What follows belongs to an exercise in optimizing a design on an open flow for small area and a short achievable clock period; a production flow would make more cautious choices.
Where RTL was checked, it was by simulation tests only, not by an equivalence proof against the original.
For run 2, only the layout was checked, not whether the RTL still works.

## flow/design.v (module list and top-level ports; edited modules follow where they fit)
// module mu_square: 315 lines
// module add_sk: 46 lines
// module add_c3: 18 lines
// module interp_core: 399 lines
// module interp_btree: 273 lines
// module interp_chan: 58 lines
// module QPSK_Symbol_Timing_Sync_Top: 127 lines
module QPSK_Symbol_Timing_Sync_Top #(
    parameter DATA_WIDTH   = 16,
    parameter MU_WIDTH     = 10,
    parameter MU_FRAC      = 9,
    parameter COEFF_WIDTH  = 16,
    parameter ACC_WIDTH    = 32
)(
    input  wire                         clk,
    input  wire                         rst,
    input  wire signed [DATA_WIDTH-1:0] I_in,
    input  wire signed [DATA_WIDTH-1:0] Q_in,
    output wire signed [DATA_WIDTH-1:0] I_out,
    output wire signed [DATA_WIDTH-1:0] Q_out,
    output reg                          valid_out
);
  // ...
==> flow/flow/run.sh <==
#!/bin/bash
# Standard synthesis; then full-adder polarities chosen so that fewer
# inverters sit between full adders (flow/polar.py, registers untouched);
# then the standard layout with plain buffers on the ports and timing repair
# aimed at a shorter period than the clock (the constraints themselves are
# unchanged).
set -euo pipefail
bash standard.sh synth > synth.log 2>&1
R=orfs/results/${FLOW_PLATFORM:-sky130hd}/QPSK_Symbol_Timing_Sync_Top/base
cp "$R/1_2_yosys.v" "$R/1_2_yosys.std.v"
python3 flow/polar.py "$R/1_2_yosys.std.v" "$R/1_2_yosys.v" > polar.log 2>&1
export BUFFER_PORTS_ARGS="-buffer_cell sky130_fd_sc_hd__buf_2"
bash standard.sh SETUP_SLACK_MARGIN=9.7 finish > layout.log 2>&1
==> flow/flow/polar.py <==
#!/usr/bin/env python3
"""Remove inverters between full adders by choosing each full adder's
polarity: a full adder is self-dual, FA(~a, ~b, ~c) = (~sum, ~carry), so a
full adder may take its three inputs inverted and hand on inverted outputs.
Reads a flat gate-level netlist of sky130_fd_sc_hd cells (as Yosys writes
it), picks polarities greedily so that fewer signals need an inverter,
rewires every input pin to the source signal or to one shared inverter of
it, and writes the netlist back.  Where it saves an inverter, an xor2 and an
xnor2 trade places (an inverted xor2 input or output), and a half adder
whose inputs are both inverted becomes an xor2 and a nor2 on the plain
inputs.  Registers and all other cells keep their names and types.

usage: polar.py NETLIST_IN NETLIST_OUT
"""
import re
import sys
import collections

CELL_RE = re.compile(r'^(\s*)(sky130_fd_sc_hd__\w+)\s+(\S+)\s*\((.*?)\);\s*$', re.S | re.M)
PIN_RE = re.compile(r'\.(\w+)\(([^()]*)\)')
OUT_PINS = {'X', 'Y', 'SUM', 'COUT', 'Q', 'Q_N', 'HI', 'LO'}


def is_inv(t):
    return re.match(r'sky130_fd_sc_hd__(inv|clkinv)_\d+$', t) is not None


def is_fa(t):
    return re.match(r'sky130_fd_sc_hd__fa_\d+$', t) is not None


def is_xor(t):
    return re.match(r'sky130_fd_sc_hd__x(n?)or2_\d+$', t) is not None


def main():
    src, dst = sys.argv[1], sys.argv[2]
    txt = open(src).read()
    mod_start = txt.index('module ')
    mod_end = txt.index('endmodule', mod_start)
    header_end = txt.index(';', mod_start) + 1
    ports = set()
    for m in re.finditer(r'^\s*(input|output|inout)\s+(\[[^\]]*\]\s*)?(\w+)\s*;', txt[mod_start:mod_end], re.M):
        ports.add(m.group(3))

    cells = []
    for m in CELL_RE.finditer(txt, mod_start, mod_end):
        typ, name, conns = m.group(2), m.group(3), m.group(4)
        pins = [(p, n.strip()) for p, n in PIN_RE.findall(conns)]
        cells.append({'type': typ, 'name': name, 'pins': pins, 'span': m.span(), 'indent': m.group(1)})

    def base(net):
        return re.sub(r'\[\d+\]$', '', net).lstrip('\\').strip()

    drv = {}
    for i, c in enumerate(cells):
        for p, n in c['pins']:
            if p in OUT_PINS:
                assert n not in drv, n
                drv[n] = i
    # an inverter that drives a port must stay as it is
    for i, c in enumerate(cells):
        if is_inv(c['type']):
            y = dict(c['pins'])['Y']
            if base(y) in ports:
                sys.stderr.write(f"inverter {c['name']} drives port net {y}: leaving netlist unchanged\n")
                open(dst, 'w').write(txt)
                return

    def resolve(net):
        par = 0
        while net in drv and is_inv(cells[drv[net]]['type']):
            net = dict(cells[drv[net]]['pins'])['A']
            par ^= 1
        return net, par

    sinks = []          # (cell, pin index, source net, parity)
    for i, c in enumerate(cells):
        if is_inv(c['type']):
            continue
        for k, (p, n) in enumerate(c['pins']):
            if p in OUT_PINS or n == '':
                continue
            s, par = resolve(n)
            sinks.append((i, k, s, par))

    fas = [i for i, c in enumerate(cells) if is_fa(c['type'])]
    flip = [0] * len(cells)
    fa_src = {}
    for s in set(x[2] for x in sinks):
        d = drv.get(s)
        fa_src[s] = d if d is not None and is_fa(cells[d]['type']) else None

    # sinks grouped by source, and the sources each full adder touches
    by_src = collections.defaultdict(list)
    for x in sinks:
        by_src[x[2]].append(x)
    touch = collections.defaultdict(set)
    for x in sinks:
        if is_fa(cells[x[0]]['type']):
            touch[x[0]].add(x[2])
    for s, d in fa_src.items():
        if d is not None:
            touch[d].add(s)

    def needs(s):
        d = fa_src[s]
        sf = flip[d] if d is not None else 0
        for (i, k, _, par) in by_src[s]:
            if is_xor(cells[i]['type']):
                continue        # an xor2 / xnor2 takes either polarity
            if par ^ sf ^ (flip[i] if is_fa(cells[i]['type']) else 0):
                return True
        return False

    for _ in range(20):
        changed = False
        for f in fas:
            before = sum(needs(s) for s in touch[f])
            flip[f] ^= 1
            after = sum(needs(s) for s in touch[f])
            if after < before:
                changed = True
            else:
                flip[f] ^= 1
        if not changed:
            break

    n_old = sum(1 for c in cells if is_inv(c['type']))
    # polarity each sink pin needs of its source signal
    qs = []
    for (i, k, s, par) in sinks:
        d = fa_src[s]
        q = par ^ (flip[d] if d is not None else 0) ^ (flip[i] if is_fa(cells[i]['type']) else 0)
        qs.append(q)
    # a half adder whose two inputs are both inverted becomes xor2 + nor2
    # (sum = a ^ b, carry = ~a & ~b) on the plain inputs
    ha_pins = collections.defaultdict(list)
    for j, (i, k, s, par) in enumerate(sinks):
        if re.match(r'sky130_fd_sc_hd__ha_1$', cells[i]['type']):
            ha_pins[i].append(j)
    split_ha = set()
    for i, js in ha_pins.items():
        if len(js) == 2 and all(qs[j] for j in js):
            split_ha.add(i)
            for j in js:
                qs[j] = 0
    # an xor2 / xnor2 input takes either polarity: swap xor2 and xnor2
    xpar = collections.defaultdict(int)
    for j, (i, k, s, par) in enumerate(sinks):
        if qs[j] and is_xor(cells[i]['type']):
            xpar[i] ^= 1
            qs[j] = 0
    # a signal driven by an xor2 / xnor2 and wanted only inverted: swap
    # its driver instead of adding an inverter
    want = collections.defaultdict(set)
    for j, (i, k, s, par) in enumerate(sinks):
        want[s].add(qs[j])
    for src, w in want.items():
        d = drv.get(src)
        if w == {1} and d is not None and is_xor(cells[d]['type']):
            xpar[d] ^= 1
            for j in [j for j, x in enumerate(sinks) if x[2] == src]:
                qs[j] = 0
    # rewire
    inv_of = {}
    new_cells = []
    new_wires = []
    for j, (i, k, s, par) in enumerate(sinks):
        if qs[j]:
            if s not in inv_of:
                w = f"polnet_{len(inv_of)}"
                inv_of[s] = w
                new_wires.append(w)
                sa = s + (' ' if s.startswith(chr(92)) else '')
                new_cells.append(f"  sky130_fd_sc_hd__inv_1 polinv_{len(inv_of) - 1} (\n    .A({sa}),\n    .Y({w})\n  );\n")
            net = inv_of[s]
        else:
            net = s
        p, _ = cells[i]['pins'][k]
        cells[i]['pins'][k] = (p, net)

    for i, t in xpar.items():
        if not t:
            continue
        c = cells[i]
        m = re.match(r'sky130_fd_sc_hd__(x(n?)or2)_(\d+)$', c['type'])
        if m.group(2):      # xnor2 (output Y) -> xor2 (output X)
            c['type'] = f"sky130_fd_sc_hd__xor2_{m.group(3)}"
            c['pins'] = [('X' if p == 'Y' else p, n) for p, n in c['pins']]
        else:
            c['type'] = f"sky130_fd_sc_hd__xnor2_{m.group(3)}"
            c['pins'] = [('Y' if p == 'X' else p, n) for p, n in c['pins']]

    def esc(n):
        return n + (' ' if n.startswith(chr(92)) else '')

    for i in split_ha:
        c = cells[i]
        pins = dict(c['pins'])
        a, b = esc(pins['A']), esc(pins['B'])
        body = []
        if pins.get('SUM'):
            body.append(f"  sky130_fd_sc_hd__xor2_1 polhx_{len(new_cells)} (\n    .A({a}),\n    .B({b}),\n    .X({esc(pins['SUM'])})\n  );\n")
        if pins.get('COUT'):
            body.append(f"  sky130_fd_sc_hd__nor2_1 polhn_{len(new_cells)} (\n    .A({a}),\n    .B({b}),\n    .Y({esc(pins['COUT'])})\n  );\n")
        new_cells.extend(body)
        c['type'] = 'REMOVED'

    out = []
    pos = 0
    for c in cells:
        a, b = c['span']
        out.append(txt[pos:a])
        if not is_inv(c['type']) and c['type'] != 'REMOVED':
            body = ",\n".join(f"    .{p}({n}{' ' if n.startswith(chr(92)) else ''})" for p, n in c['pins'])
            out.append(f"{c['indent']}{c['type']} {c['name']} (\n{body}\n  );")
        pos = b
    out.append(txt[pos:mod_end])
    out.append("".join(new_cells))
    out.append(txt[mod_end:])
    res = "".join(out)
    # declare the new nets after the port list
    decl = "".join(f"  wire {w};\n" for w in new_wires)
    res = res[:header_end] + "\n" + decl + res[header_end:]
    open(dst, 'w').write(res)
    sys.stderr.write(f"polar: {len(fas)} full adders, {sum(flip[f] for f in fas)} flipped; "
                     f"inverters {n_old} -> {len(inv_of)}; {len(split_ha)} half adders split\n")


if __name__ == "__main__":
    main()
==> flow/standard.sh <==
#!/bin/bash
# synth_recipe.tcl (not shown) runs the flow's synth.tcl, then flattens the netlist and writes it again
# the make line also repeats each setting of config.mk as NAME=value (left out here)
make -C /OpenROAD-flow-scripts/flow DESIGN_CONFIG=/design/flow/config.mk WORK_HOME=/design/flow/orfs CLKGATE_MAP_FILE= SYNTH_SCRIPT=/design/flow/synth_recipe.tcl "${@:-finish}"
==> flow/config.mk <==
export PLATFORM = sky130hd
export DESIGN_NAME = QPSK_Symbol_Timing_Sync_Top
export DESIGN_NICKNAME = QPSK_Symbol_Timing_Sync_Top
export VERILOG_FILES = /design/flow/design.v
export SDC_FILE = /design/flow/constraint.sdc
export NUM_CORES = 4
export LEC_CHECK = 0
export ABC_AREA = 1
export CAP_MARGIN = 0
export CORE_MARGIN = 2
export CORE_UTILIZATION = 48
export SLEW_MARGIN = 0
==> flow/constraint.sdc <==
create_clock -name core_clock -period 14.0 [get_ports {clk}]
set_input_delay 2.8000 -clock core_clock [delete_from_list [all_inputs] [get_ports {clk}]]
set_output_delay 2.8000 -clock core_clock [all_outputs]
set_load 0.01 [all_outputs]
==> impl_metrics.py, run 1 <==
metrics = {
    "finish": {
        "final_cell_mix": "550 x nand2_1, 486 x inv_1, 375 x xor2_1",
        "nFlopsAndLatches": 398,
        "layout_commonest_cell": "nand2_1",
        "regArea_um2": 8500,
        "fin_area_um2": 35600,
        "nNonClkBuffers": 117,
        "largest_reg_flops": 29,
    },
    "worst_setup_path": {
        "worstPathRequired_ns": 14.49,
        "worstRegToRegCells": 18,
        "arrival_ns": 4.57,
        "r2r_slack_ns": 9.91,
        "cpPeakStageDelay_ns": 0.51,
        "critical_path_depth": 18,
        "r2r_end": "u_chi.c[0]$_DFF_P_",
        "cp-startpoint": "u_chq.aone[1]$_DFF_P_",
    },
    "timing": {
        "setup_viol": 0,
        "skew_ns": 0.0305,
        "setup_ws_ns": 9.91,
        "clock.fmax_mhz": 245,
    },
    "run_status": {
        "status": "no timing/DRC/antenna violations",
    },
    "routing": {
        "drc": 0,
        "route.met2.wl_um": 35700,
        "drtAntennaViolNets": 0,
        "wl_um": 81000,
    },
    "die": {
        "die-area_um2": 69500,
    },
    "global_route": {
        "grt_max_degree": 55,
        "grtUsageMet2_pct": 36.2,
    },
    "synth": {
        "syn_avg_cell_area_um2": 8.80,
    },
}
==> module interp_core, before the edit <==
module interp_core (
    input  wire [4:0]  aone, atwo, aneg,
    input  wire [16:0] S,
    input  wire [17:0] hb0, hb1,
    input  wire        cb,
    output wire [2:0]  c
);
    wire w0 = ((aone[0] & S[0]) ^ aneg[0]);
    wire w1 = (((aone[0] & S[1]) | (atwo[0] & S[0])) ^ aneg[0]);
    wire w2 = (((aone[0] & S[2]) | (atwo[0] & S[1])) ^ aneg[0]);
    wire w3 = (((aone[0] & S[3]) | (atwo[0] & S[2])) ^ aneg[0]);
    wire w4 = (((aone[0] & S[4]) | (atwo[0] & S[3])) ^ aneg[0]);
    wire w5 = (((aone[0] & S[5]) | (atwo[0] & S[4])) ^ aneg[0]);
    wire w6 = (((aone[0] & S[6]) | (atwo[0] & S[5])) ^ aneg[0]);
    wire w7 = (((aone[0] & S[7]) | (atwo[0] & S[6])) ^ aneg[0]);
    wire w8 = (((aone[0] & S[8]) | (atwo[0] & S[7])) ^ aneg[0]);
    wire w9 = (((aone[0] & S[9]) | (atwo[0] & S[8])) ^ aneg[0]);
    wire w10 = (((aone[0] & S[10]) | (atwo[0] & S[9])) ^ aneg[0]);
    wire w11 = (((aone[0] & S[11]) | (atwo[0] & S[10])) ^ aneg[0]);
    wire w12 = (((aone[0] & S[12]) | (atwo[0] & S[11])) ^ aneg[0]);
    wire w13 = (((aone[0] & S[13]) | (atwo[0] & S[12])) ^ aneg[0]);
    wire w14 = (((aone[0] & S[14]) | (atwo[0] & S[13])) ^ aneg[0]);
    wire w15 = (((aone[0] & S[15]) | (atwo[0] & S[14])) ^ aneg[0]);
    wire w16 = (((aone[0] & S[16]) | (atwo[0] & S[15])) ^ aneg[0]);
    wire w17 = ~(((aone[0] & S[16]) | (atwo[0] & S[16])) ^ aneg[0]);
    wire w18 = ((aone[1] & S[0]) ^ aneg[1]);
    wire w19 = (((aone[1] & S[1]) | (atwo[1] & S[0])) ^ aneg[1]);
    wire w20 = (((aone[1] & S[2]) | (atwo[1] & S[1])) ^ aneg[1]);
    wire w21 = (((aone[1] & S[3]) | (atwo[1] & S[2])) ^ aneg[1]);
    wire w22 = (((aone[1] & S[4]) | (atwo[1] & S[3])) ^ aneg[1]);
    wire w23 = (((aone[1] & S[5]) | (atwo[1] & S[4])) ^ aneg[1]);
    wire w24 = (((aone[1] & S[6]) | (atwo[1] & S[5])) ^ aneg[1]);
    wire w25 = (((aone[1] & S[7]) | (atwo[1] & S[6])) ^ aneg[1]);
    wire w26 = (((aone[1] & S[8]) | (atwo[1] & S[7])) ^ aneg[1]);
    wire w27 = (((aone[1] & S[9]) | (atwo[1] & S[8])) ^ aneg[1]);
    wire w28 = (((aone[1] & S[10]) | (atwo[1] & S[9])) ^ aneg[1]);
    wire w29 = (((aone[1] & S[11]) | (atwo[1] & S[10])) ^ aneg[1]);
    wire w30 = (((aone[1] & S[12]) | (atwo[1] & S[11])) ^ aneg[1]);
    wire w31 = (((aone[1] & S[13]) | (atwo[1] & S[12])) ^ aneg[1]);
    wire w32 = (((aone[1] & S[14]) | (atwo[1] & S[13])) ^ aneg[1]);
    wire w33 = (((aone[1] & S[15]) | (atwo[1] & S[14])) ^ aneg[1]);
    wire w34 = (((aone[1] & S[16]) | (atwo[1] & S[15])) ^ aneg[1]);
    wire w35 = ~(((aone[1] & S[16]) | (atwo[1] & S[16])) ^ aneg[1]);
    wire w36 = ((aone[2] & S[0]) ^ aneg[2]);
    wire w37 = (((aone[2] & S[1]) | (atwo[2] & S[0])) ^ aneg[2]);
    wire w38 = (((aone[2] & S[2]) | (atwo[2] & S[1])) ^ aneg[2]);
    wire w39 = (((aone[2] & S[3]) | (atwo[2] & S[2])) ^ aneg[2]);
    wire w40 = (((aone[2] & S[4]) | (atwo[2] & S[3])) ^ aneg[2]);
    wire w41 = (((aone[2] & S[5]) | (atwo[2] & S[4])) ^ aneg[2]);
    wire w42 = (((aone[2] & S[6]) | (atwo[2] & S[5])) ^ aneg[2]);
    wire w43 = (((aone[2] & S[7]) | (atwo[2] & S[6])) ^ aneg[2]);
    wire w44 = (((aone[2] & S[8]) | (atwo[2] & S[7])) ^ aneg[2]);
    wire w45 = (((aone[2] & S[9]) | (atwo[2] & S[8])) ^ aneg[2]);
    wire w46 = (((aone[2] & S[10]) | (atwo[2] & S[9])) ^ aneg[2]);
    wire w47 = (((aone[2] & S[11]) | (atwo[2] & S[10])) ^ aneg[2]);
    wire w48 = (((aone[2] & S[12]) | (atwo[2] & S[11])) ^ aneg[2]);
    wire w49 = (((aone[2] & S[13]) | (atwo[2] & S[12])) ^ aneg[2]);
    wire w50 = (((aone[2] & S[14]) | (atwo[2] & S[13])) ^ aneg[2]);
    wire w51 = (((aone[2] & S[15]) | (atwo[2] & S[14])) ^ aneg[2]);
    wire w52 = (((aone[2] & S[16]) | (atwo[2] & S[15])) ^ aneg[2]);
    wire w53 = ~(((aone[2] & S[16]) | (atwo[2] & S[16])) ^ aneg[2]);
    wire w54 = ((aone[3] & S[0]) ^ aneg[3]);
    wire w55 = (((aone[3] & S[1]) | (atwo[3] & S[0])) ^ aneg[3]);
    wire w56 = (((aone[3] & S[2]) | (atwo[3] & S[1])) ^ aneg[3]);
    wire w57 = (((aone[3] & S[3]) | (atwo[3] & S[2])) ^ aneg[3]);
    wire w58 = (((aone[3] & S[4]) | (atwo[3] & S[3])) ^ aneg[3]);
    wire w59 = (((aone[3] & S[5]) | (atwo[3] & S[4])) ^ aneg[3]);
    wire w60 = (((aone[3] & S[6]) | (atwo[3] & S[5])) ^ aneg[3]);
    wire w61 = (((aone[3] & S[7]) | (atwo[3] & S[6])) ^ aneg[3]);
    wire w62 = (((aone[3] & S[8]) | (atwo[3] & S[7])) ^ aneg[3]);
    wire w63 = (((aone[3] & S[9]) | (atwo[3] & S[8])) ^ aneg[3]);
    wire w64 = (((aone[3] & S[10]) | (atwo[3] & S[9])) ^ aneg[3]);
    wire w65 = (((aone[3] & S[11]) | (atwo[3] & S[10])) ^ aneg[3]);
    wire w66 = (((aone[3] & S[12]) | (atwo[3] & S[11])) ^ aneg[3]);
    wire w67 = (((aone[3] & S[13]) | (atwo[3] & S[12])) ^ aneg[3]);
    wire w68 = (((aone[3] & S[14]) | (atwo[3] & S[13])) ^ aneg[3]);
    wire w69 = (((aone[3] & S[15]) | (atwo[3] & S[14])) ^ aneg[3]);
    wire w70 = (((aone[3] & S[16]) | (atwo[3] & S[15])) ^ aneg[3]);
    wire w71 = ~(((aone[3] & S[16]) | (atwo[3] & S[16])) ^ aneg[3]);
    wire w72 = (aone[4] & S[0]);
    wire w73 = ((aone[4] & S[1]) | (atwo[4] & S[0]));
    wire w74 = ((aone[4] & S[2]) | (atwo[4] & S[1]));
    wire w75 = ((aone[4] & S[3]) | (atwo[4] & S[2]));
    wire w76 = ((aone[4] & S[4]) | (atwo[4] & S[3]));
    wire w77 = ((aone[4] & S[5]) | (atwo[4] & S[4]));
    wire w78 = ((aone[4] & S[6]) | (atwo[4] & S[5]));
    wire w79 = ((aone[4] & S[7]) | (atwo[4] & S[6]));
    wire w80 = ((aone[4] & S[8]) | (atwo[4] & S[7]));
    wire w81 = ((aone[4] & S[9]) | (atwo[4] & S[8]));
    wire w82 = ((aone[4] & S[10]) | (atwo[4] & S[9]));
    wire w83 = ((aone[4] & S[11]) | (atwo[4] & S[10]));
    wire w84 = ((aone[4] & S[12]) | (atwo[4] & S[11]));
    wire w85 = ((aone[4] & S[13]) | (atwo[4] & S[12]));
    wire w86 = ((aone[4] & S[14]) | (atwo[4] & S[13]));
    wire w87 = ((aone[4] & S[15]) | (atwo[4] & S[14]));
    wire w88 = ((aone[4] & S[16]) | (atwo[4] & S[15]));
    wire w89 = ~((aone[4] & S[16]) | (atwo[4] & S[16]));
    wire hs0 = w6 ^ w22;
    wire hk0 = w6 & w22;
    wire hs1 = w7 ^ w23;
    wire hk1 = w7 & w23;
    wire s0 = w8 ^ w24 ^ w40;
    wire k0 = (w8 & w24) | (w40 & (w8 ^ w24));
    wire hs2 = w4 ^ w20;
    wire hk2 = w4 & w20;
    wire hs3 = w5 ^ w21;
    wire hk3 = w5 & w21;
    wire s1 = w38 ^ w54 ^ aneg[3];
    wire k1 = (w38 & w54) | (aneg[3] & (w38 ^ w54));
    wire s2 = w39 ^ w55 ^ hk0;
    wire k2 = (w39 & w55) | (hk0 & (w39 ^ w55));
    wire s3 = w56 ^ w72 ^ hk1;
    wire k3 = (w56 & w72) | (hk1 & (w56 ^ w72));
    wire hs4 = w2 ^ w18;
    wire hk4 = w2 & w18;
    wire hs5 = w3 ^ w19;
    wire hk5 = w3 & w19;
    wire s4 = w36 ^ aneg[2] ^ hs2;
    wire k4 = (w36 & aneg[2]) | (hs2 & (w36 ^ aneg[2]));
    wire s5 = w37 ^ hk2 ^ hs3;
    wire k5 = (w37 & hk2) | (hs3 & (w37 ^ hk2));
    wire s6 = hk3 ^ hs0 ^ s1;
    wire k6 = (hk3 & hs0) | (s1 & (hk3 ^ hs0));
    wire s7 = hs1 ^ k1 ^ s2;
    wire k7 = (hs1 & k1) | (s2 & (hs1 ^ k1));
    wire s8 = s0 ^ k2 ^ s3;
    wire k8 = (s0 & k2) | (s3 & (s0 ^ k2));
    wire hs6 = k0 ^ k3;
    wire hk6 = k0 & k3;
    wire w90 = 1'b0 & 1'b0;
    wire w91 = w0 & aneg[0];
    wire w92 = w1 & 1'b0;
    wire w93 = hs4 & aneg[1];
    wire w94 = hk4 & hs5;
    wire w95 = hk5 & s4;
    wire w96 = k4 & s5;
    wire w97 = k5 & s6;
    wire w98 = k6 & s7;
    wire w99 = k7 & s8;
    wire w100 = 1'b0 | 1'b0;
    wire w101 = w0 | aneg[0];
    wire w102 = w1 | 1'b0;
    wire w103 = hs4 | aneg[1];
    wire w104 = hk4 | hs5;
    wire w105 = hk5 | s4;
    wire w106 = k4 | s5;
    wire w107 = k5 | s6;
    wire w108 = k6 | s7;
    wire w109 = k7 | s8;
    wire w110 = w91 | (w101 & w90);
    wire w111 = w101 & w100;
    wire w112 = w93 | (w103 & w92);
    wire w113 = w103 & w102;
    wire w114 = w95 | (w105 & w94);
    wire w115 = w105 & w104;
    wire w116 = w97 | (w107 & w96);
    wire w117 = w107 & w106;
    wire w118 = w99 | (w109 & w98);
    wire w119 = w109 & w108;
    wire w120 = w112 | (w113 & w110);
    wire w121 = w113 & w111;
    wire w122 = w116 | (w117 & w114);
    wire w123 = w117 & w115;
    wire w124 = w122 | (w123 & w120);
    wire w125 = w123 & w121;
    wire w126 = w118 | (w119 & w124);
    wire w127 = w119 & w125;
    wire s9 = w9 ^ w25 ^ w41;
    wire k9 = (w9 & w25) | (w41 & (w9 ^ w25));
    wire s10 = w57 ^ w73 ^ hb0[0];
    wire k10 = (w57 & w73) | (hb0[0] & (w57 ^ w73));
    wire hs7 = hb1[0] ^ cb;
    wire hk7 = hb1[0] & cb;
    wire s11 = w10 ^ w26 ^ w42;
    wire k11 = (w10 & w26) | (w42 & (w10 ^ w26));
    wire s12 = w58 ^ w74 ^ hb0[1];
    wire k12 = (w58 & w74) | (hb0[1] & (w58 ^ w74));
    wire hs8 = hb1[1] ^ k9;
    wire hk8 = hb1[1] & k9;
    wire s13 = w11 ^ w27 ^ w43;
    wire k13 = (w11 & w27) | (w43 & (w11 ^ w27));
    wire s14 = w59 ^ w75 ^ hb0[2];
    wire k14 = (w59 & w75) | (hb0[2] & (w59 ^ w75));
    wire s15 = w12 ^ w28 ^ w44;
    wire k15 = (w12 & w28) | (w44 & (w12 ^ w28));
    wire hs9 = w60 ^ w76;
    wire hk9 = w60 & w76;
    wire s16 = w13 ^ w29 ^ w45;
    wire k16 = (w13 & w29) | (w45 & (w13 ^ w29));
    wire hs10 = w61 ^ w77;
    wire hk10 = w61 & w77;
    wire s17 = w14 ^ w30 ^ w46;
    wire k17 = (w14 & w30) | (w46 & (w14 ^ w30));
    wire hs11 = w62 ^ w78;
    wire hk11 = w62 & w78;
    wire s18 = w15 ^ w31 ^ w47;
    wire k18 = (w15 & w31) | (w47 & (w15 ^ w31));
    wire hs12 = w63 ^ w79;
    wire hk12 = w63 & w79;
    wire s19 = w16 ^ w32 ^ w48;
    wire k19 = (w16 & w32) | (w48 & (w16 ^ w32));
    wire hs13 = w64 ^ w80;
    wire hk13 = w64 & w80;
    wire s20 = w17 ^ w33 ^ w49;
    wire k20 = (w17 & w33) | (w49 & (w17 ^ w33));
    wire hs14 = w65 ^ w81;
    wire hk14 = w65 & w81;
    wire s21 = w34 ^ w50 ^ w66;
    wire k21 = (w34 & w50) | (w66 & (w34 ^ w50));
    wire hs15 = w35 ^ w51;
    wire hk15 = w35 & w51;
    wire s22 = hs7 ^ s10 ^ s9;
    wire k22 = (hs7 & s10) | (s9 & (hs7 ^ s10));
    wire s23 = hk7 ^ k10 ^ s11;
    wire k23 = (hk7 & k10) | (s11 & (hk7 ^ k10));
    wire hs16 = s12 ^ hs8;
    wire hk16 = s12 & hs8;
    wire s24 = hb1[2] ^ k11 ^ k12;
    wire k24 = (hb1[2] & k11) | (k12 & (hb1[2] ^ k11));
    wire s25 = s13 ^ s14 ^ hk8;
    wire k25 = (s13 & s14) | (hk8 & (s13 ^ s14));
    wire s26 = hb0[3] ^ hb1[3] ^ hs9;
    wire k26 = (hb0[3] & hb1[3]) | (hs9 & (hb0[3] ^ hb1[3]));
    wire s27 = k13 ^ k14 ^ s15;
    wire k27 = (k13 & k14) | (s15 & (k13 ^ k14));
    wire s28 = hb0[4] ^ hb1[4] ^ hk9;
    wire k28 = (hb0[4] & hb1[4]) | (hk9 & (hb0[4] ^ hb1[4]));
    wire s29 = hs10 ^ k15 ^ s16;
    wire k29 = (hs10 & k15) | (s16 & (hs10 ^ k15));
    wire s30 = hb0[5] ^ hb1[5] ^ hk10;
    wire k30 = (hb0[5] & hb1[5]) | (hk10 & (hb0[5] ^ hb1[5]));
    wire s31 = hs11 ^ k16 ^ s17;
    wire k31 = (hs11 & k16) | (s17 & (hs11 ^ k16));
    wire s32 = hb0[6] ^ hb1[6] ^ hk11;
    wire k32 = (hb0[6] & hb1[6]) | (hk11 & (hb0[6] ^ hb1[6]));
    wire s33 = hs12 ^ k17 ^ s18;
    wire k33 = (hs12 & k17) | (s18 & (hs12 ^ k17));
    wire s34 = hb0[7] ^ hb1[7] ^ hk12;
    wire k34 = (hb0[7] & hb1[7]) | (hk12 & (hb0[7] ^ hb1[7]));
    wire s35 = hs13 ^ k18 ^ s19;
    wire k35 = (hs13 & k18) | (s19 & (hs13 ^ k18));
    wire s36 = hb0[8] ^ hb1[8] ^ hk13;
    wire k36 = (hb0[8] & hb1[8]) | (hk13 & (hb0[8] ^ hb1[8]));
    wire s37 = hs14 ^ k19 ^ s20;
    wire k37 = (hs14 & k19) | (s20 & (hs14 ^ k19));
    wire s38 = w82 ^ hb0[9] ^ hb1[9];
    wire k38 = (w82 & hb0[9]) | (hb1[9] & (w82 ^ hb0[9]));
    wire s39 = hk14 ^ k20 ^ s21;
    wire k39 = (hk14 & k20) | (s21 & (hk14 ^ k20));
    wire s40 = w67 ^ w83 ^ hb0[10];
    wire k40 = (w67 & w83) | (hb0[10] & (w67 ^ w83));
    wire s41 = hb1[10] ^ hs15 ^ k21;
    wire k41 = (hb1[10] & hs15) | (k21 & (hb1[10] ^ hs15));
    wire s42 = w52 ^ w68 ^ w84;
    wire k42 = (w52 & w68) | (w84 & (w52 ^ w68));
    wire s43 = hb0[11] ^ hb1[11] ^ hk15;
    wire k43 = (hb0[11] & hb1[11]) | (hk15 & (hb0[11] ^ hb1[11]));
    wire s44 = w53 ^ w69 ^ w85;
    wire k44 = (w53 & w69) | (w85 & (w53 ^ w69));
    wire hs17 = hb0[12] ^ hb1[12];
    wire hk17 = hb0[12] & hb1[12];
    wire s45 = w70 ^ w86 ^ hb0[13];
    wire k45 = (w70 & w86) | (hb0[13] & (w70 ^ w86));
    wire hs18 = w71 ^ w87;
    wire hk18 = w71 & w87;
    wire hs19 = hs6 ^ s22;
    wire hk19 = hs6 & s22;
    wire s46 = hk6 ^ k22 ^ s23;
    wire k46 = (hk6 & k22) | (s23 & (hk6 ^ k22));
    wire s47 = k23 ^ s24 ^ hk16;
    wire k47 = (k23 & s24) | (hk16 & (k23 ^ s24));
    wire s48 = k24 ^ s26 ^ s27;
    wire k48 = (k24 & s26) | (s27 & (k24 ^ s26));
    wire s49 = k26 ^ s28 ^ k27;
    wire k49 = (k26 & s28) | (k27 & (k26 ^ s28));
    wire s50 = k28 ^ s30 ^ k29;
    wire k50 = (k28 & s30) | (k29 & (k28 ^ s30));
    wire s51 = k30 ^ s32 ^ k31;
    wire k51 = (k30 & s32) | (k31 & (k30 ^ s32));
    wire s52 = k32 ^ s34 ^ k33;
    wire k52 = (k32 & s34) | (k33 & (k32 ^ s34));
    wire s53 = k34 ^ s36 ^ k35;
    wire k53 = (k34 & s36) | (k35 & (k34 ^ s36));
    wire s54 = s38 ^ k36 ^ k37;
    wire k54 = (s38 & k36) | (k37 & (s38 ^ k36));
    wire s55 = k38 ^ s40 ^ k39;
    wire k55 = (k38 & s40) | (k39 & (k38 ^ s40));
    wire s56 = k40 ^ s42 ^ s43;
    wire k56 = (k40 & s42) | (s43 & (k40 ^ s42));
    wire s57 = hs17 ^ k42 ^ s44;
    wire k57 = (hs17 & k42) | (s44 & (hs17 ^ k42));
    wire s58 = hb1[13] ^ hk17 ^ k44;
    wire k58 = (hb1[13] & hk17) | (k44 & (hb1[13] ^ hk17));
    wire s59 = hb0[14] ^ hb1[14] ^ hs18;
    wire k59 = (hb0[14] & hb1[14]) | (hs18 & (hb0[14] ^ hb1[14]));
    wire s60 = w88 ^ hb0[15] ^ hb1[15];
    wire k60 = (w88 & hb0[15]) | (hb1[15] & (w88 ^ hb0[15]));
    wire hs20 = w89 ^ hb0[16];
    wire hk20 = w89 & hb0[16];
    wire hs21 = k8 ^ hs19;
    wire hk21 = k8 & hs19;
    wire s61 = hs16 ^ hk19 ^ s46;
    wire k61 = (hs16 & hk19) | (s46 & (hs16 ^ hk19));
    wire s62 = s25 ^ k46 ^ s47;
    wire k62 = (s25 & k46) | (s47 & (s25 ^ k46));
    wire s63 = k25 ^ k47 ^ s48;
    wire k63 = (k25 & k47) | (s48 & (k25 ^ k47));
    wire s64 = s29 ^ k48 ^ s49;
    wire k64 = (s29 & k48) | (s49 & (s29 ^ k48));
    wire s65 = s31 ^ k49 ^ s50;
    wire k65 = (s31 & k49) | (s50 & (s31 ^ k49));
    wire s66 = s33 ^ k50 ^ s51;
    wire k66 = (s33 & k50) | (s51 & (s33 ^ k50));
    wire s67 = s35 ^ k51 ^ s52;
    wire k67 = (s35 & k51) | (s52 & (s35 ^ k51));
    wire s68 = s37 ^ k52 ^ s53;
    wire k68 = (s37 & k52) | (s53 & (s37 ^ k52));
    wire s69 = s39 ^ k53 ^ s54;
    wire k69 = (s39 & k53) | (s54 & (s39 ^ k53));
    wire s70 = s41 ^ k54 ^ s55;
    wire k70 = (s41 & k54) | (s55 & (s41 ^ k54));
    wire s71 = k41 ^ s56 ^ k55;
    wire k71 = (k41 & s56) | (k55 & (k41 ^ s56));
    wire s72 = k43 ^ s57 ^ k56;
    wire k72 = (k43 & s57) | (k56 & (k43 ^ s57));
    wire s73 = s45 ^ k57 ^ s58;
    wire k73 = (s45 & k57) | (s58 & (s45 ^ k57));
    wire s74 = k45 ^ k58 ^ s59;
    wire k74 = (k45 & k58) | (s59 & (k45 ^ k58));
    wire s75 = hk18 ^ s60 ^ k59;
    wire k75 = (hk18 & s60) | (k59 & (hk18 ^ s60));
    wire s76 = hb1[16] ^ hs20 ^ k60;
    wire k76 = (hb1[16] & hs20) | (k60 & (hb1[16] ^ hs20));
    wire s77 = hb0[17] ^ hb1[17] ^ hk20;
    wire k77 = (hb0[17] & hb1[17]) | (hk20 & (hb0[17] ^ hb1[17]));
    wire w128 = hs21 & w126;
    wire w129 = hk21 & s61;
    wire w130 = k61 & s62;
    wire w131 = k62 & s63;
    wire w132 = k63 & s64;
    wire w133 = k64 & s65;
    wire w134 = k65 & s66;
    wire w135 = k66 & s67;
    wire w136 = k67 & s68;
    wire w137 = k68 & s69;
    wire w138 = k69 & s70;
    wire w139 = k70 & s71;
    wire w140 = k71 & s72;
    wire w141 = k72 & s73;
    wire w142 = k73 & s74;
    wire w143 = hs21 | w126;
    wire w144 = hk21 | s61;
    wire w145 = k61 | s62;
    wire w146 = k62 | s63;
    wire w147 = k63 | s64;
    wire w148 = k64 | s65;
    wire w149 = k65 | s66;
    wire w150 = k66 | s67;
    wire w151 = k67 | s68;
    wire w152 = k68 | s69;
    wire w153 = k69 | s70;
    wire w154 = k70 | s71;
    wire w155 = k71 | s72;
    wire w156 = k72 | s73;
    wire w157 = k73 | s74;
    wire w158 = w129 | (w144 & w128);
    wire w159 = w144 & w143;
    wire w160 = w131 | (w146 & w130);
    wire w161 = w146 & w145;
    wire w162 = w133 | (w148 & w132);
    wire w163 = w148 & w147;
    wire w164 = w135 | (w150 & w134);
    wire w165 = w150 & w149;
    wire w166 = w137 | (w152 & w136);
    wire w167 = w152 & w151;
    wire w168 = w139 | (w154 & w138);
    wire w169 = w154 & w153;
    wire w170 = w141 | (w156 & w140);
    wire w171 = w156 & w155;
    wire w172 = w160 | (w161 & w158);
    wire w173 = w161 & w159;
    wire w174 = w164 | (w165 & w162);
    wire w175 = w165 & w163;
    wire w176 = w168 | (w169 & w166);
    wire w177 = w169 & w167;
    wire w178 = w142 | (w157 & w170);
    wire w179 = w157 & w171;
    wire w180 = w174 | (w175 & w172);
    wire w181 = w175 & w173;
    wire w182 = w178 | (w179 & w176);
    wire w183 = w179 & w177;
    wire w184 = w182 | (w183 & w180);
    wire w185 = w183 & w181;
    wire [2:0] ra = {k76, k75, k74};
    wire [2:0] rb = {s77, s76, s75};
    wire [2:0] c0 = ra + rb + 3'd4;
    wire [2:0] c1 = ra + rb + 3'd5;
    assign c = w184 ? c1 : c0;
endmodule
==> run 2: changes to the inputs <==
--- a/flow/design.v
+++ b/flow/design.v
@@ -545,204 +545,204 @@
     wire w125 = w123 & w121;
     wire w126 = w118 | (w119 & w124);
     wire w127 = w119 & w125;
-    wire s9 = w9 ^ w25 ^ w41;
-    wire k9 = (w9 & w25) | (w41 & (w9 ^ w25));
-    wire s10 = w57 ^ w73 ^ hb0[0];
-    wire k10 = (w57 & w73) | (hb0[0] & (w57 ^ w73));
-    wire hs7 = hb1[0] ^ cb;
-    wire hk7 = hb1[0] & cb;
-    wire s11 = w10 ^ w26 ^ w42;
-    wire k11 = (w10 & w26) | (w42 & (w10 ^ w26));
-    wire s12 = w58 ^ w74 ^ hb0[1];
-    wire k12 = (w58 & w74) | (hb0[1] & (w58 ^ w74));
-    wire hs8 = hb1[1] ^ k9;
-    wire hk8 = hb1[1] & k9;
-    wire s13 = w11 ^ w27 ^ w43;
-    wire k13 = (w11 & w27) | (w43 & (w11 ^ w27));
-    wire s14 = w59 ^ w75 ^ hb0[2];
-    wire k14 = (w59 & w75) | (hb0[2] & (w59 ^ w75));
-    wire s15 = w12 ^ w28 ^ w44;
-    wire k15 = (w12 & w28) | (w44 & (w12 ^ w28));
-    wire hs9 = w60 ^ w76;
-    wire hk9 = w60 & w76;
-    wire s16 = w13 ^ w29 ^ w45;
-    wire k16 = (w13 & w29) | (w45 & (w13 ^ w29));
-    wire hs10 = w61 ^ w77;
-    wire hk10 = w61 & w77;
-    wire s17 = w14 ^ w30 ^ w46;
-    wire k17 = (w14 & w30) | (w46 & (w14 ^ w30));
-    wire hs11 = w62 ^ w78;
-    wire hk11 = w62 & w78;
-    wire s18 = w15 ^ w31 ^ w47;
-    wire k18 = (w15 & w31) | (w47 & (w15 ^ w31));
-    wire hs12 = w63 ^ w79;
-    wire hk12 = w63 & w79;
-    wire s19 = w16 ^ w32 ^ w48;
-    wire k19 = (w16 & w32) | (w48 & (w16 ^ w32));
-    wire hs13 = w64 ^ w80;
-    wire hk13 = w64 & w80;
-    wire s20 = w17 ^ w33 ^ w49;
-    wire k20 = (w17 & w33) | (w49 & (w17 ^ w33));
-    wire hs14 = w65 ^ w81;
-    wire hk14 = w65 & w81;
-    wire s21 = w34 ^ w50 ^ w66;
-    wire k21 = (w34 & w50) | (w66 & (w34 ^ w50));
-    wire hs15 = w35 ^ w51;
-    wire hk15 = w35 & w51;
-    wire s22 = hs7 ^ s10 ^ s9;
-    wire k22 = (hs7 & s10) | (s9 & (hs7 ^ s10));
-    wire s23 = hk7 ^ k10 ^ s11;
-    wire k23 = (hk7 & k10) | (s11 & (hk7 ^ k10));
-    wire hs16 = s12 ^ hs8;
-    wire hk16 = s12 & hs8;
-    wire s24 = hb1[2] ^ k11 ^ k12;
-    wire k24 = (hb1[2] & k11) | (k12 & (hb1[2] ^ k11));
-    wire s25 = s13 ^ s14 ^ hk8;
-    wire k25 = (s13 & s14) | (hk8 & (s13 ^ s14));
-    wire s26 = hb0[3] ^ hb1[3] ^ hs9;
-    wire k26 = (hb0[3] & hb1[3]) | (hs9 & (hb0[3] ^ hb1[3]));
-    wire s27 = k13 ^ k14 ^ s15;
-    wire k27 = (k13 & k14) | (s15 & (k13 ^ k14));
-    wire s28 = hb0[4] ^ hb1[4] ^ hk9;
-    wire k28 = (hb0[4] & hb1[4]) | (hk9 & (hb0[4] ^ hb1[4]));
-    wire s29 = hs10 ^ k15 ^ s16;
-    wire k29 = (hs10 & k15) | (s16 & (hs10 ^ k15));
-    wire s30 = hb0[5] ^ hb1[5] ^ hk10;
-    wire k30 = (hb0[5] & hb1[5]) | (hk10 & (hb0[5] ^ hb1[5]));
-    wire s31 = hs11 ^ k16 ^ s17;
-    wire k31 = (hs11 & k16) | (s17 & (hs11 ^ k16));
-    wire s32 = hb0[6] ^ hb1[6] ^ hk11;
-    wire k32 = (hb0[6] & hb1[6]) | (hk11 & (hb0[6] ^ hb1[6]));
-    wire s33 = hs12 ^ k17 ^ s18;
-    wire k33 = (hs12 & k17) | (s18 & (hs12 ^ k17));
-    wire s34 = hb0[7] ^ hb1[7] ^ hk12;
-    wire k34 = (hb0[7] & hb1[7]) | (hk12 & (hb0[7] ^ hb1[7]));
-    wire s35 = hs13 ^ k18 ^ s19;
-    wire k35 = (hs13 & k18) | (s19 & (hs13 ^ k18));
-    wire s36 = hb0[8] ^ hb1[8] ^ hk13;
-    wire k36 = (hb0[8] & hb1[8]) | (hk13 & (hb0[8] ^ hb1[8]));
-    wire s37 = hs14 ^ k19 ^ s20;
-    wire k37 = (hs14 & k19) | (s20 & (hs14 ^ k19));
-    wire s38 = w82 ^ hb0[9] ^ hb1[9];
-    wire k38 = (w82 & hb0[9]) | (hb1[9] & (w82 ^ hb0[9]));
-    wire s39 = hk14 ^ k20 ^ s21;
-    wire k39 = (hk14 & k20) | (s21 & (hk14 ^ k20));
-    wire s40 = w67 ^ w83 ^ hb0[10];
-    wire k40 = (w67 & w83) | (hb0[10] & (w67 ^ w83));
-    wire s41 = hb1[10] ^ hs15 ^ k21;
-    wire k41 = (hb1[10] & hs15) | (k21 & (hb1[10] ^ hs15));
-    wire s42 = w52 ^ w68 ^ w84;
-    wire k42 = (w52 & w68) | (w84 & (w52 ^ w68));
-    wire s43 = hb0[11] ^ hb1[11] ^ hk15;
-    wire k43 = (hb0[11] & hb1[11]) | (hk15 & (hb0[11] ^ hb1[11]));
-    wire s44 = w53 ^ w69 ^ w85;
-    wire k44 = (w53 & w69) | (w85 & (w53 ^ w69));
-    wire hs17 = hb0[12] ^ hb1[12];
-    wire hk17 = hb0[12] & hb1[12];
-    wire s45 = w70 ^ w86 ^ hb0[13];
-    wire k45 = (w70 & w86) | (hb0[13] & (w70 ^ w86));
-    wire hs18 = w71 ^ w87;
-    wire hk18 = w71 & w87;
-    wire hs19 = hs6 ^ s22;
-    wire hk19 = hs6 & s22;
-    wire s46 = hk6 ^ k22 ^ s23;
-    wire k46 = (hk6 & k22) | (s23 & (hk6 ^ k22));
-    wire s47 = k23 ^ s24 ^ hk16;
-    wire k47 = (k23 & s24) | (hk16 & (k23 ^ s24));
-    wire s48 = k24 ^ s26 ^ s27;
-    wire k48 = (k24 & s26) | (s27 & (k24 ^ s26));
-    wire s49 = k26 ^ s28 ^ k27;
-    wire k49 = (k26 & s28) | (k27 & (k26 ^ s28));
-    wire s50 = k28 ^ s30 ^ k29;
-    wire k50 = (k28 & s30) | (k29 & (k28 ^ s30));
-    wire s51 = k30 ^ s32 ^ k31;
-    wire k51 = (k30 & s32) | (k31 & (k30 ^ s32));
-    wire s52 = k32 ^ s34 ^ k33;
-    wire k52 = (k32 & s34) | (k33 & (k32 ^ s34));
-    wire s53 = k34 ^ s36 ^ k35;
-    wire k53 = (k34 & s36) | (k35 & (k34 ^ s36));
-    wire s54 = s38 ^ k36 ^ k37;
-    wire k54 = (s38 & k36) | (k37 & (s38 ^ k36));
-    wire s55 = k38 ^ s40 ^ k39;
-    wire k55 = (k38 & s40) | (k39 & (k38 ^ s40));
-    wire s56 = k40 ^ s42 ^ s43;
-    wire k56 = (k40 & s42) | (s43 & (k40 ^ s42));
-    wire s57 = hs17 ^ k42 ^ s44;
-    wire k57 = (hs17 & k42) | (s44 & (hs17 ^ k42));
-    wire s58 = hb1[13] ^ hk17 ^ k44;
-    wire k58 = (hb1[13] & hk17) | (k44 & (hb1[13] ^ hk17));
-    wire s59 = hb0[14] ^ hb1[14] ^ hs18;
-    wire k59 = (hb0[14] & hb1[14]) | (hs18 & (hb0[14] ^ hb1[14]));
-    wire s60 = w88 ^ hb0[15] ^ hb1[15];
-    wire k60 = (w88 & hb0[15]) | (hb1[15] & (w88 ^ hb0[15]));
-    wire hs20 = w89 ^ hb0[16];
-    wire hk20 = w89 & hb0[16];
-    wire hs21 = k8 ^ hs19;
-    wire hk21 = k8 & hs19;
-    wire s61 = hs16 ^ hk19 ^ s46;
-    wire k61 = (hs16 & hk19) | (s46 & (hs16 ^ hk19));
-    wire s62 = s25 ^ k46 ^ s47;
-    wire k62 = (s25 & k46) | (s47 & (s25 ^ k46));
-    wire s63 = k25 ^ k47 ^ s48;
-    wire k63 = (k25 & k47) | (s48 & (k25 ^ k47));
-    wire s64 = s29 ^ k48 ^ s49;
-    wire k64 = (s29 & k48) | (s49 & (s29 ^ k48));
-    wire s65 = s31 ^ k49 ^ s50;
-    wire k65 = (s31 & k49) | (s50 & (s31 ^ k49));
-    wire s66 = s33 ^ k50 ^ s51;
-    wire k66 = (s33 & k50) | (s51 & (s33 ^ k50));
-    wire s67 = s35 ^ k51 ^ s52;
-    wire k67 = (s35 & k51) | (s52 & (s35 ^ k51));
-    wire s68 = s37 ^ k52 ^ s53;
-    wire k68 = (s37 & k52) | (s53 & (s37 ^ k52));
-    wire s69 = s39 ^ k53 ^ s54;
-    wire k69 = (s39 & k53) | (s54 & (s39 ^ k53));
-    wire s70 = s41 ^ k54 ^ s55;
-    wire k70 = (s41 & k54) | (s55 & (s41 ^ k54));
-    wire s71 = k41 ^ s56 ^ k55;
-    wire k71 = (k41 & s56) | (k55 & (k41 ^ s56));
-    wire s72 = k43 ^ s57 ^ k56;
-    wire k72 = (k43 & s57) | (k56 & (k43 ^ s57));
-    wire s73 = s45 ^ k57 ^ s58;
-    wire k73 = (s45 & k57) | (s58 & (s45 ^ k57));
-    wire s74 = k45 ^ k58 ^ s59;
-    wire k74 = (k45 & k58) | (s59 & (k45 ^ k58));
-    wire s75 = hk18 ^ s60 ^ k59;
-    wire k75 = (hk18 & s60) | (k59 & (hk18 ^ s60));
-    wire s76 = hb1[16] ^ hs20 ^ k60;
-    wire k76 = (hb1[16] & hs20) | (k60 & (hb1[16] ^ hs20));
-    wire s77 = hb0[17] ^ hb1[17] ^ hk20;
-    wire k77 = (hb0[17] & hb1[17]) | (hk20 & (hb0[17] ^ hb1[17]));
-    wire w128 = hs21 & w126;
-    wire w129 = hk21 & s61;
-    wire w130 = k61 & s62;
-    wire w131 = k62 & s63;
-    wire w132 = k63 & s64;
-    wire w133 = k64 & s65;
-    wire w134 = k65 & s66;
-    wire w135 = k66 & s67;
-    wire w136 = k67 & s68;
-    wire w137 = k68 & s69;
-    wire w138 = k69 & s70;
-    wire w139 = k70 & s71;
-    wire w140 = k71 & s72;
-    wire w141 = k72 & s73;
-    wire w142 = k73 & s74;
-    wire w143 = hs21 | w126;
-    wire w144 = hk21 | s61;
-    wire w145 = k61 | s62;
-    wire w146 = k62 | s63;
-    wire w147 = k63 | s64;
-    wire w148 = k64 | s65;
-    wire w149 = k65 | s66;
-    wire w150 = k66 | s67;
-    wire w151 = k67 | s68;
-    wire w152 = k68 | s69;
-    wire w153 = k69 | s70;
-    wire w154 = k70 | s71;
-    wire w155 = k71 | s72;
-    wire w156 = k72 | s73;
-    wire w157 = k73 | s74;
+    wire hs7 = w9 ^ w25;
+    wire hk7 = w9 & w25;
+    wire s9 = w41 ^ w57 ^ w73;
+    wire k9 = (w41 & w57) | (w73 & (w41 ^ w57));
+    wire hs8 = hb0[0] ^ hb1[0];
+    wire hk8 = hb0[0] & hb1[0];
+    wire s10 = w10 ^ w26 ^ w42;
+    wire k10 = (w10 & w26) | (w42 & (w10 ^ w26));
+    wire s11 = w58 ^ w74 ^ hb0[1];
+    wire k11 = (w58 & w74) | (hb0[1] & (w58 ^ w74));
+    wire hs9 = hb1[1] ^ hk7;
+    wire hk9 = hb1[1] & hk7;
+    wire s12 = w11 ^ w27 ^ w43;
+    wire k12 = (w11 & w27) | (w43 & (w11 ^ w27));
+    wire s13 = w59 ^ w75 ^ hb0[2];
+    wire k13 = (w59 & w75) | (hb0[2] & (w59 ^ w75));
+    wire s14 = w12 ^ w28 ^ w44;
+    wire k14 = (w12 & w28) | (w44 & (w12 ^ w28));
+    wire hs10 = w60 ^ w76;
+    wire hk10 = w60 & w76;
+    wire s15 = w13 ^ w29 ^ w45;
+    wire k15 = (w13 & w29) | (w45 & (w13 ^ w29));
+    wire hs11 = w61 ^ w77;
+    wire hk11 = w61 & w77;
+    wire s16 = w14 ^ w30 ^ w46;
+    wire k16 = (w14 & w30) | (w46 & (w14 ^ w30));
+    wire hs12 = w62 ^ w78;
+    wire hk12 = w62 & w78;
+    wire s17 = w15 ^ w31 ^ w47;
+    wire k17 = (w15 & w31) | (w47 & (w15 ^ w31));
+    wire hs13 = w63 ^ w79;
+    wire hk13 = w63 & w79;
+    wire s18 = w16 ^ w32 ^ w48;
+    wire k18 = (w16 & w32) | (w48 & (w16 ^ w32));
+    wire hs14 = w64 ^ w80;
+    wire hk14 = w64 & w80;
+    wire s19 = w17 ^ w33 ^ w49;
+    wire k19 = (w17 & w33) | (w49 & (w17 ^ w33));
+    wire hs15 = w65 ^ w81;
+    wire hk15 = w65 & w81;
+    wire s20 = w34 ^ w50 ^ w66;
+    wire k20 = (w34 & w50) | (w66 & (w34 ^ w50));
+    wire hs16 = w35 ^ w51;
+    wire hk16 = w35 & w51;
+    wire s21 = cb ^ hs8 ^ hs7;
+    wire k21 = (cb & hs8) | (hs7 & (cb ^ hs8));
+    wire s22 = hk8 ^ k9 ^ s10;
+    wire k22 = (hk8 & k9) | (s10 & (hk8 ^ k9));
+    wire hs17 = s11 ^ hs9;
+    wire hk17 = s11 & hs9;
+    wire s23 = hb1[2] ^ k10 ^ k11;
+    wire k23 = (hb1[2] & k10) | (k11 & (hb1[2] ^ k10));
+    wire s24 = hk9 ^ s12 ^ s13;
+    wire k24 = (hk9 & s12) | (s13 & (hk9 ^ s12));
+    wire s25 = hb0[3] ^ hb1[3] ^ hs10;
+    wire k25 = (hb0[3] & hb1[3]) | (hs10 & (hb0[3] ^ hb1[3]));
+    wire s26 = k12 ^ k13 ^ s14;
+    wire k26 = (k12 & k13) | (s14 & (k12 ^ k13));
+    wire s27 = hb0[4] ^ hb1[4] ^ hk10;
+    wire k27 = (hb0[4] & hb1[4]) | (hk10 & (hb0[4] ^ hb1[4]));
+    wire s28 = hs11 ^ k14 ^ s15;
+    wire k28 = (hs11 & k14) | (s15 & (hs11 ^ k14));
+    wire s29 = hb0[5] ^ hb1[5] ^ hk11;
+    wire k29 = (hb0[5] & hb1[5]) | (hk11 & (hb0[5] ^ hb1[5]));
+    wire s30 = hs12 ^ k15 ^ s16;
+    wire k30 = (hs12 & k15) | (s16 & (hs12 ^ k15));
+    wire s31 = hb0[6] ^ hb1[6] ^ hk12;
+    wire k31 = (hb0[6] & hb1[6]) | (hk12 & (hb0[6] ^ hb1[6]));
+    wire s32 = hs13 ^ k16 ^ s17;
+    wire k32 = (hs13 & k16) | (s17 & (hs13 ^ k16));
+    wire s33 = hb0[7] ^ hb1[7] ^ hk13;
+    wire k33 = (hb0[7] & hb1[7]) | (hk13 & (hb0[7] ^ hb1[7]));
+    wire s34 = hs14 ^ k17 ^ s18;
+    wire k34 = (hs14 & k17) | (s18 & (hs14 ^ k17));
+    wire s35 = hb0[8] ^ hb1[8] ^ hk14;
+    wire k35 = (hb0[8] & hb1[8]) | (hk14 & (hb0[8] ^ hb1[8]));
+    wire s36 = hs15 ^ k18 ^ s19;
+    wire k36 = (hs15 & k18) | (s19 & (hs15 ^ k18));
+    wire s37 = w82 ^ hb0[9] ^ hb1[9];
+    wire k37 = (w82 & hb0[9]) | (hb1[9] & (w82 ^ hb0[9]));
+    wire s38 = hk15 ^ k19 ^ s20;
+    wire k38 = (hk15 & k19) | (s20 & (hk15 ^ k19));
+    wire s39 = w67 ^ w83 ^ hb0[10];
+    wire k39 = (w67 & w83) | (hb0[10] & (w67 ^ w83));
+    wire s40 = hb1[10] ^ hs16 ^ k20;
+    wire k40 = (hb1[10] & hs16) | (k20 & (hb1[10] ^ hs16));
+    wire s41 = w52 ^ w68 ^ w84;
+    wire k41 = (w52 & w68) | (w84 & (w52 ^ w68));
+    wire s42 = hb0[11] ^ hb1[11] ^ hk16;
+    wire k42 = (hb0[11] & hb1[11]) | (hk16 & (hb0[11] ^ hb1[11]));
+    wire s43 = w53 ^ w69 ^ w85;
+    wire k43 = (w53 & w69) | (w85 & (w53 ^ w69));
+    wire hs18 = hb0[12] ^ hb1[12];
+    wire hk18 = hb0[12] & hb1[12];
+    wire s44 = w70 ^ w86 ^ hb0[13];
+    wire k44 = (w70 & w86) | (hb0[13] & (w70 ^ w86));
+    wire hs19 = w71 ^ w87;
+    wire hk19 = w71 & w87;
+    wire hs20 = s9 ^ s21;
+    wire hk20 = s9 & s21;
+    wire s45 = k21 ^ hs17 ^ hk6;
+    wire k45 = (k21 & hs17) | (hk6 & (k21 ^ hs17));
+    wire s46 = hk17 ^ k22 ^ s23;
+    wire k46 = (hk17 & k22) | (s23 & (hk17 ^ k22));
+    wire s47 = k23 ^ s25 ^ k24;
+    wire k47 = (k23 & s25) | (k24 & (k23 ^ s25));
+    wire s48 = k25 ^ s27 ^ k26;
+    wire k48 = (k25 & s27) | (k26 & (k25 ^ s27));
+    wire s49 = k27 ^ s29 ^ k28;
+    wire k49 = (k27 & s29) | (k28 & (k27 ^ s29));
+    wire s50 = k29 ^ s31 ^ k30;
+    wire k50 = (k29 & s31) | (k30 & (k29 ^ s31));
+    wire s51 = k31 ^ s33 ^ k32;
+    wire k51 = (k31 & s33) | (k32 & (k31 ^ s33));
+    wire s52 = k33 ^ s35 ^ k34;
+    wire k52 = (k33 & s35) | (k34 & (k33 ^ s35));
+    wire s53 = s37 ^ k35 ^ k36;
+    wire k53 = (s37 & k35) | (k36 & (s37 ^ k35));
+    wire s54 = k37 ^ s39 ^ k38;
+    wire k54 = (k37 & s39) | (k38 & (k37 ^ s39));
+    wire s55 = k39 ^ s41 ^ s42;
+    wire k55 = (k39 & s41) | (s42 & (k39 ^ s41));
+    wire s56 = hs18 ^ k41 ^ s43;
+    wire k56 = (hs18 & k41) | (s43 & (hs18 ^ k41));
+    wire s57 = hb1[13] ^ hk18 ^ k43;
+    wire k57 = (hb1[13] & hk18) | (k43 & (hb1[13] ^ hk18));
+    wire s58 = hb0[14] ^ hb1[14] ^ hs19;
+    wire k58 = (hb0[14] & hb1[14]) | (hs19 & (hb0[14] ^ hb1[14]));
+    wire s59 = w88 ^ hb0[15] ^ hb1[15];
+    wire k59 = (w88 & hb0[15]) | (hb1[15] & (w88 ^ hb0[15]));
+    wire hs21 = w89 ^ hb0[16];
+    wire hk21 = w89 & hb0[16];
+    wire hs22 = hs6 ^ hs20;
+    wire hk22 = hs6 & hs20;
+    wire s60 = s22 ^ hk20 ^ s45;
+    wire k60 = (s22 & hk20) | (s45 & (s22 ^ hk20));
+    wire s61 = s24 ^ k45 ^ s46;
+    wire k61 = (s24 & k45) | (s46 & (s24 ^ k45));
+    wire s62 = s26 ^ k46 ^ s47;
+    wire k62 = (s26 & k46) | (s47 & (s26 ^ k46));
+    wire s63 = s28 ^ k47 ^ s48;
+    wire k63 = (s28 & k47) | (s48 & (s28 ^ k47));
+    wire s64 = s30 ^ k48 ^ s49;
+    wire k64 = (s30 & k48) | (s49 & (s30 ^ k48));
+    wire s65 = s32 ^ k49 ^ s50;
+    wire k65 = (s32 & k49) | (s50 & (s32 ^ k49));
+    wire s66 = s34 ^ k50 ^ s51;
+    wire k66 = (s34 & k50) | (s51 & (s34 ^ k50));
+    wire s67 = s36 ^ k51 ^ s52;
+    wire k67 = (s36 & k51) | (s52 & (s36 ^ k51));
+    wire s68 = s38 ^ k52 ^ s53;
+    wire k68 = (s38 & k52) | (s53 & (s38 ^ k52));
+    wire s69 = s40 ^ k53 ^ s54;
+    wire k69 = (s40 & k53) | (s54 & (s40 ^ k53));
+    wire s70 = k40 ^ s55 ^ k54;
+    wire k70 = (k40 & s55) | (k54 & (k40 ^ s55));
+    wire s71 = k42 ^ s56 ^ k55;
+    wire k71 = (k42 & s56) | (k55 & (k42 ^ s56));
+    wire s72 = s44 ^ k56 ^ s57;
+    wire k72 = (s44 & k56) | (s57 & (s44 ^ k56));
+    wire s73 = k44 ^ k57 ^ s58;
+    wire k73 = (k44 & k57) | (s58 & (k44 ^ k57));
+    wire s74 = hk19 ^ s59 ^ k58;
+    wire k74 = (hk19 & s59) | (k58 & (hk19 ^ s59));
+    wire s75 = hb1[16] ^ hs21 ^ k59;
+    wire k75 = (hb1[16] & hs21) | (k59 & (hb1[16] ^ hs21));
+    wire s76 = hb0[17] ^ hb1[17] ^ hk21;
+    wire k76 = (hb0[17] & hb1[17]) | (hk21 & (hb0[17] ^ hb1[17]));
+    wire w128 = hs22 & k8;
+    wire w129 = hk22 & s60;
+    wire w130 = k60 & s61;
+    wire w131 = k61 & s62;
+    wire w132 = k62 & s63;
+    wire w133 = k63 & s64;
+    wire w134 = k64 & s65;
+    wire w135 = k65 & s66;
+    wire w136 = k66 & s67;
+    wire w137 = k67 & s68;
+    wire w138 = k68 & s69;
+    wire w139 = k69 & s70;
+    wire w140 = k70 & s71;
+    wire w141 = k71 & s72;
+    wire w142 = k72 & s73;
+    wire w143 = hs22 | k8;
+    wire w144 = hk22 | s60;
+    wire w145 = k60 | s61;
+    wire w146 = k61 | s62;
+    wire w147 = k62 | s63;
+    wire w148 = k63 | s64;
+    wire w149 = k64 | s65;
+    wire w150 = k65 | s66;
+    wire w151 = k66 | s67;
+    wire w152 = k67 | s68;
+    wire w153 = k68 | s69;
+    wire w154 = k69 | s70;
+    wire w155 = k70 | s71;
+    wire w156 = k71 | s72;
+    wire w157 = k72 | s73;
     wire w158 = w129 | (w144 & w128);
     wire w159 = w144 & w143;
     wire w160 = w131 | (w146 & w130);
@@ -771,11 +771,12 @@
     wire w183 = w179 & w177;
     wire w184 = w182 | (w183 & w180);
     wire w185 = w183 & w181;
-    wire [2:0] ra = {k76, k75, k74};
-    wire [2:0] rb = {s77, s76, s75};
+    wire w186 = w184 | (w185 & w126);
+    wire [2:0] ra = {k75, k74, k73};
+    wire [2:0] rb = {s76, s75, s74};
     wire [2:0] c0 = ra + rb + 3'd4;
     wire [2:0] c1 = ra + rb + 3'd5;
-    assign c = w184 ? c1 : c0;
+    assign c = w186 ? c1 : c0;
 endmodule
 module interp_btree (
     input  wire [4:0]  bone, btwo, bneg,
==> flow/flow/run.sh (replaced) <==
#!/bin/bash
# Standard synthesis, then the standard layout with plain buffers on the
# ports and timing repair aimed at a shorter period than the clock (the
# constraints themselves are unchanged).
set -euo pipefail
bash standard.sh synth > synth.log 2>&1
export BUFFER_PORTS_ARGS="-buffer_cell sky130_fd_sc_hd__buf_2"
bash standard.sh SETUP_SLACK_MARGIN=9.8 finish > layout.log 2>&1
--- a/flow/config.mk
+++ b/flow/config.mk
@@ -8,5 +8,5 @@
 export ABC_AREA = 1
 export CAP_MARGIN = 0
 export CORE_MARGIN = 2
-export CORE_UTILIZATION = 48
+export CORE_UTILIZATION = 40
 export SLEW_MARGIN = 0
removed: flow/flow/polar.py
==> impl_metrics.py, run 2 <==
metrics = {
    "run_status": {
        "status": "no timing/DRC/antenna violations",
    },
    "finish": {
        "layout_commonest_cell": "inv_1",
        "largest-register": "integ",
        "drive_gt1_share_pct": 9.03,
        "syn_to_final_growth_pct": 12.3,
        "largest_reg_flops": 29,
        "multi_input_area_um2": 22400,
        "regArea_um2": 8520,
        "final_cell_mix": "724 x inv_1, 668 x nand2_1, 405 x xor2_1",
    },
    "routing": {
        "drtAntennaViolNets": 0,
        "drc": 0,
        "wl_um": 87900,
        "drt_first_pass_iters": 6,
        "avgViaCountPerCell": 5.02,
        "drt-wirelength-per-cell_um": 16.3,
    },
    "die": {
        "die-width_um": 296,
        "pin_count": 67,
        "start_util_pct": 40.2,
        "num_rows": 107,
        "die-area_um2": 87500,
    },
    "timing": {
        "skew_ns": 0.0151,
        "maxSlewViolCount": 0,
        "fin_crit_ns": 4.07,
        "fin_crit_sh_pct": 29.1,
        "clock.fmax_mhz": 245,
        "tightest_slew_ns": 1.16,
        "setup_viol": 0,
        "whs_ns": 0.348,
        "finalSetupTns_ns": 0,
    },
    "global_route": {
        "grt_max_degree": 58,
        "antenna_found_initial": 0,
        "grt_pass1_wl_um": 141000,
    },
    "clock_tree": {
        "cts-htree-levels": 2,
        "cts_tree": "built",
        "insertion_delay_ns": 0.61,
        "numCtsBuffers": 47,
        "cts_sinks": 398,
        "clockBufferDepth": 3,
        "clkTransAtPathRegs_ns": 0.06,
    },
    "placed_design": {
        "hpwl_um": 64600,
        "portBuffers": 66,
        "place_inst": 5252,
    },
    "worst_setup_path": {
        "cp-end-kind": "flop",
        "crit_path_frequent_cell": "inv_1",
        "cpMaxStageDelayCell": "fa_2",
        "worstPathRequired_ns": 14.46,
        "crit_chain": "nand2_1 -> inv_1 -> fa_1 -> inv_1 -> fa_1 -> inv_1 -> fa_2 -> inv_1 -> ha_1 -> nand2_2 -> o21ai_4 -> a21oi_1 -> fa_1 -> inv_1 -> ha_1 -> o21ai_1 -> o21ai_0",
        "crit_fanout": 4,
        "arrival_ns": 4.53,
        "crit_family": "adder cells",
        "crit_type": "flop to flop",
        "r2r_slack_ns": 9.93,
        "cpPeakStageDelay_ns": 0.55,
    },
    "synth": {
        "synth_cell_types": 55,
        "yosysWarnings": 2,
        "synth_most_common_cell": "inv_1",
        "ys_top_cells_by_count": "730 x inv_1, 672 x nand2_1, 409 x xor2_1, 320 x o22ai_1, 299 x dfxtp_1",
        "syn_avg_cell_area_um2": 8.24,
        "ys_seq_area_share_pct": 24.9,
        "synth_edf_count": 0,
        "synth_flop_cell": "dfxtp_1",
        "yosysTopAreaCellShare_pct": 17.6,
    },
}
==> run 2: logic make-up after synthesis <==
logic type | Yosys count | share of synthesized area [%]
AOI/OAI and AO/OA | 670 | 11.5
adders and majority gates | 579 | 27.8
DFF | 398 | 24.9
xor gates and xnor gates | 451 | 11.6
buffers and inverters | 924 | 10.3
and+or+nand+nor | 1108 | 13.7
muxes | 6 | 0.187
==> run 2: through the flow <==
stage	area (um^2)	utilization [%]	setup WS, ns
finish	38200	45.1	9.93
global route	38200	45.1	9.74
CTS	37400	44.2	9.74
detailed placement	35600	42.0	9.09
global placement	35600	42.0	9.17
floorplan	34100	-	9.80
==> run 2: path summary, 6_finish.rpt <==
| path | startpoint | cells after the start | end |
|---|---|---|---|
| min | u_chi.x2[0]$_DFF_P_ | 0 | u_chi.x1[0]$_DFF_P_ |
| min in group asynchronous | rst | 3 | integ[4]$_DFFE_PP0P_ |
| max reg2reg | mu_nx9$_DFF_PP0_ | 17 | u_chq.atwo[4]$_DFF_P_ |
| max | mu_nx9$_DFF_PP0_ | 17 | u_chq.atwo[4]$_DFF_P_ |
| min reg2reg | u_chi.x2[0]$_DFF_P_ | 0 | u_chi.x1[0]$_DFF_P_ |
| max in group asynchronous | rst | 4 | mu_sum[7]$_DFF_PP0_ |
==> run 2: worst register-to-register path, stage by stage, from the launching register on <==
cell and delay, ns:
dfrtp_2 0.41, nand2_1 0.06, inv_1 0.05, fa_1 0.52, inv_1 0.05, fa_1 0.50, inv_1 0.06, fa_2 0.55
inv_1 0.05, ha_1 0.28, nand2_2 0.08, o21ai_4 0.19, a21oi_1 0.12, fa_1 0.54, inv_1 0.04, ha_1 0.18
o21ai_1 0.12, o21ai_0 0.12
==> run 2: final cells by class <==
| type | count | area share, % |
|---|---|---|
| antenna | 1 | 0.00654 |
| clock buffer | 70 | 3.62 |
| multi-input combinational | 2814 | 58.5 |
| sequential | 398 | 22.3 |
| timing repair inverter | 2 | 0.0327 |
| timing repair buffer | 149 | 3.12 |
| clock inverter | 18 | 0.579 |
| inverter | 800 | 8.13 |
| tap | 1144 | 3.74 |
==> run 2: metal layers <==
metal  vias up  GRT usage, %  wire length [um]
met1     12855          28.6             41200
met2       715          31.6             38800
li1      13380             -                 -
met3       123          3.59              5750
met5         -             0                 0
met4         0          5.60              2150
==> run 2: what timing repair did <==
item                       CTS  global route
setup endpoints to repair   13            20
gates cloned                 1             4
pin swaps                    3            20
setup buffers               11            39
gates resized for setup     53           122

## separate check: timing with driven ports
Ports are ideal in the flow. The routed layouts listed here were re-timed in OpenROAD. Step 1, drivers: a clkbuf_16 drives clk and a buf_2 each remaining input, both assumed. Step 2 adds t to the input delays and takes it off the output delays; t is the mean of the earliest and latest rising clock arrival at the registers after step 1. Input paths then give back, and output paths get back, about the clock's delay inside the block. Slacks: ideal ports / drivers / drivers and shift; pairs: ideal ports / drivers.
run	shift t [ns]	setup slack, ns	hold WS [ns]	worst setup path at the end
run 1	0.647	9.915 / 9.915 / 9.341	0.338 / 0.338 / 0.338	input to register
run 2	0.672	9.927 / 9.875 / 9.380	0.348 / 0.348 / 0.348	input to register
After both steps setup and hold are still met in every run listed. The setup slack of run 1, which loses most, moves by 0.000 ns with the drivers and by -0.574 ns with both steps.
